Context: an optimization exercise on an open-source flow, tuned for small area, a short achievable clock period and few clock cycles. The choices shown serve that exercise and are no tape-out recipe.
In this exercise RTL edits were held to simulation tests only and were not proved equivalent to the original.

Setup of build 76:
Design riscv_multicycle, start of the top module:
module riscv_multicycle (
    input  clock,
    input  reset,
    output [31:0] bus_address,
    input  [31:0] bus_read_data,
    output [31:0] bus_write_data,
    output [3:0]  bus_byte_enable,
    output        bus_read_enable,
    output        bus_write_enable
);
For scale: roughly 5400 cells after synthesis, about 1200 flip-flops.
export LEC_CHECK = 0
export CAP_MARGIN = 20
export CORE_MARGIN = 2
export CORE_UTILIZATION = 40
export PLACE_DENSITY = 0.7
export SETUP_SLACK_MARGIN = 5
export SLEW_MARGIN = 20
create_clock -name core_clock -period 9.0 [get_ports {clock}]
standard.sh (not shown) runs the stock make flow with config.mk's settings and CLKGATE_MAP_FILE= SYNTH_SCRIPT=/design/flow/synth_recipe.tcl, a recipe that flattens the netlist after the stock synthesis.
==> flow/flow/run.sh <==
#!/bin/bash
# Own layout flow: the standard flow (standard.sh, unchanged synthesis,
# floorplan, placement, CTS and routing), except that the input and output
# ports are buffered with sky130_fd_sc_hd__buf_8 rather than the delay buffer
# that buffer_ports picks by default. Every port still gets its own buffer.
set -euo pipefail
export BUFFER_PORTS_ARGS="-buffer_cell sky130_fd_sc_hd__buf_8"
bash standard.sh finish > standard_sh.log 2>&1
Build 76: flow completed, timing, DRC and antenna clean
Testbench counts of build 76, summed over its fixed seeds: cycles 139,551.
[inputs] build 56 vs build 76
- changing CORE_UTILIZATION from 40 to 50
### Flow results
Diff build 76 -> build 56: final worst-path cycle share comparable, met2 routed wirelength now smaller, number of well taps now smaller, maximum frequency from static timing analysis comparable.
Edits applied to the flow inputs when going from build 56 to build 7:
- CORE_UTILIZATION: 50 -> 40
- PLACE_DENSITY: 0.7 -> unset
==> flow/run.sh (new file) <==
#!/bin/bash
# synth_recipe.tcl (not shown) runs the flow's synth.tcl, then flattens the netlist and writes it again
# the make line also repeats each setting of config.mk as NAME=value (left out here)
make -C /OpenROAD-flow-scripts/flow DESIGN_CONFIG=/design/flow/config.mk WORK_HOME=/design/flow/orfs CLKGATE_MAP_FILE= SYNTH_SCRIPT=/design/flow/synth_recipe.tcl finish
removed: flow/flow/run.sh
removed: flow/standard.sh
==> comparison <==
Relative to build 56, buffer count excluding the clock tree in the final layout increased by 212 in build 7. Delta (build 7 minus build 56): endpoint required time on the critical path decreased 130 ps; final core utilization went down 9.7 points.


## run D
Starting RTL as in the previous note.
## riscv_multicycle
module riscv_multicycle (
    input  clock,
    input  reset,
    output [31:0] bus_address,
    input  [31:0] bus_read_data,
    output [31:0] bus_write_data,
    output [3:0]  bus_byte_enable,
    output        bus_read_enable,
    output        bus_write_enable
);
clock: 9.0 ns
lec_check: 0
cap_margin: 20
core_margin: 2
core_utilization: 50
place_density: 0.7
setup_slack_margin: 5
slew_margin: 20
run.sh (not shown) runs the stock make flow with config.mk's settings and CLKGATE_MAP_FILE= SYNTH_SCRIPT=/design/flow/synth_recipe.tcl, a recipe that flattens the netlist after the stock synthesis.
Stock flow here: none of the scripts above is used.
Testbench counts of run D, summed over its fixed seeds: cycles 139,551.
[inputs] run C vs run D
- setting CTS_CLUSTER_SIZE to 30 for the first time
- changing CORE_UTILIZATION from 50 to 40
- setting CTS_CLUSTER_DIAMETER to 60 for the first time
==> flow/flow/run.sh (new file) <==
#!/bin/bash
# Own layout flow: the standard flow (standard.sh, unchanged synthesis,
# floorplan, placement, CTS and routing), except that the input and output
# ports are buffered with sky130_fd_sc_hd__buf_8 rather than the delay buffer
# that buffer_ports picks by default. Every port still gets its own buffer.
set -euo pipefail
export BUFFER_PORTS_ARGS="-buffer_cell sky130_fd_sc_hd__buf_8"
bash standard.sh finish > standard_sh.log 2>&1
==> flow/standard.sh (new file) <==
#!/bin/bash
# synth_recipe.tcl (not shown) runs the flow's synth.tcl, then flattens the netlist and writes it again
# the make line also repeats each setting of config.mk as NAME=value (left out here)
make -C /OpenROAD-flow-scripts/flow DESIGN_CONFIG=/design/flow/config.mk WORK_HOME=/design/flow/orfs CLKGATE_MAP_FILE= SYNTH_SCRIPT=/design/flow/synth_recipe.tcl "${@:-finish}"
removed: flow/run.sh
Findings:
Every stage of the flow completed for run C, and the final layout passed the timing, design-rule and antenna checks.
Of run C and run D, run D shows the lower clock-pin slew on the worst setup and hold paths, with run C above it.
Run C vs. run D: area of all placed cells without fillers fell by 2.2%; initial antenna violation count rose by 6; multi-input gate area in the final layout fell by about 4%; post-cts gate resize count fell by 344.
Comparing run C with run D, the final setup violation count came out essentially unchanged.
The worst path setup slack after routing of run C was superior to that of run D.
Re routing usage on met1: run C is 14 points down on run D.
The buffers inserted during post-CTS setup optimization in run D is 2.3 times that in run C.
Final layout net count ended up 1.8% lower on run C than on run D.
Compared with run D, run C shows a lower total track usage.

## port drivers added, routing unchanged
The flow's constraints put no driver on any port. The routed layouts listed below were extracted and timed again, unchanged, in two steps. Step 1, drivers: a clkbuf_16 drives clock and a buf_2 each remaining input, both assumed. Step 2 also shifts input and output timing later by t, the mid clock arrival at the registers, as if the neighbouring blocks saw the same clock. a / b / c = ideal / step 1 / step 2; a / b = the first two.
run	shift t [ns]	setup slack, ns	worst setup path after step 2	cell pins on the clock port's net
build 76	0.879	4.728 / 4.728 / 3.934	input to register	1
build 56	0.859	4.730 / 4.602 / 3.742	input to register	1
build 7	0.871	4.772 / 4.699 / 3.829	input to register	1
run D	0.862	4.707 / 4.707 / 3.939	input to register	1
run C	0.869	4.760 / 4.703 / 3.835	input to register	1
After both steps every run listed still meets setup and hold. The setup slack of build 56, which loses most, moves by -0.128 ns with the drivers and by -0.988 ns with both steps.
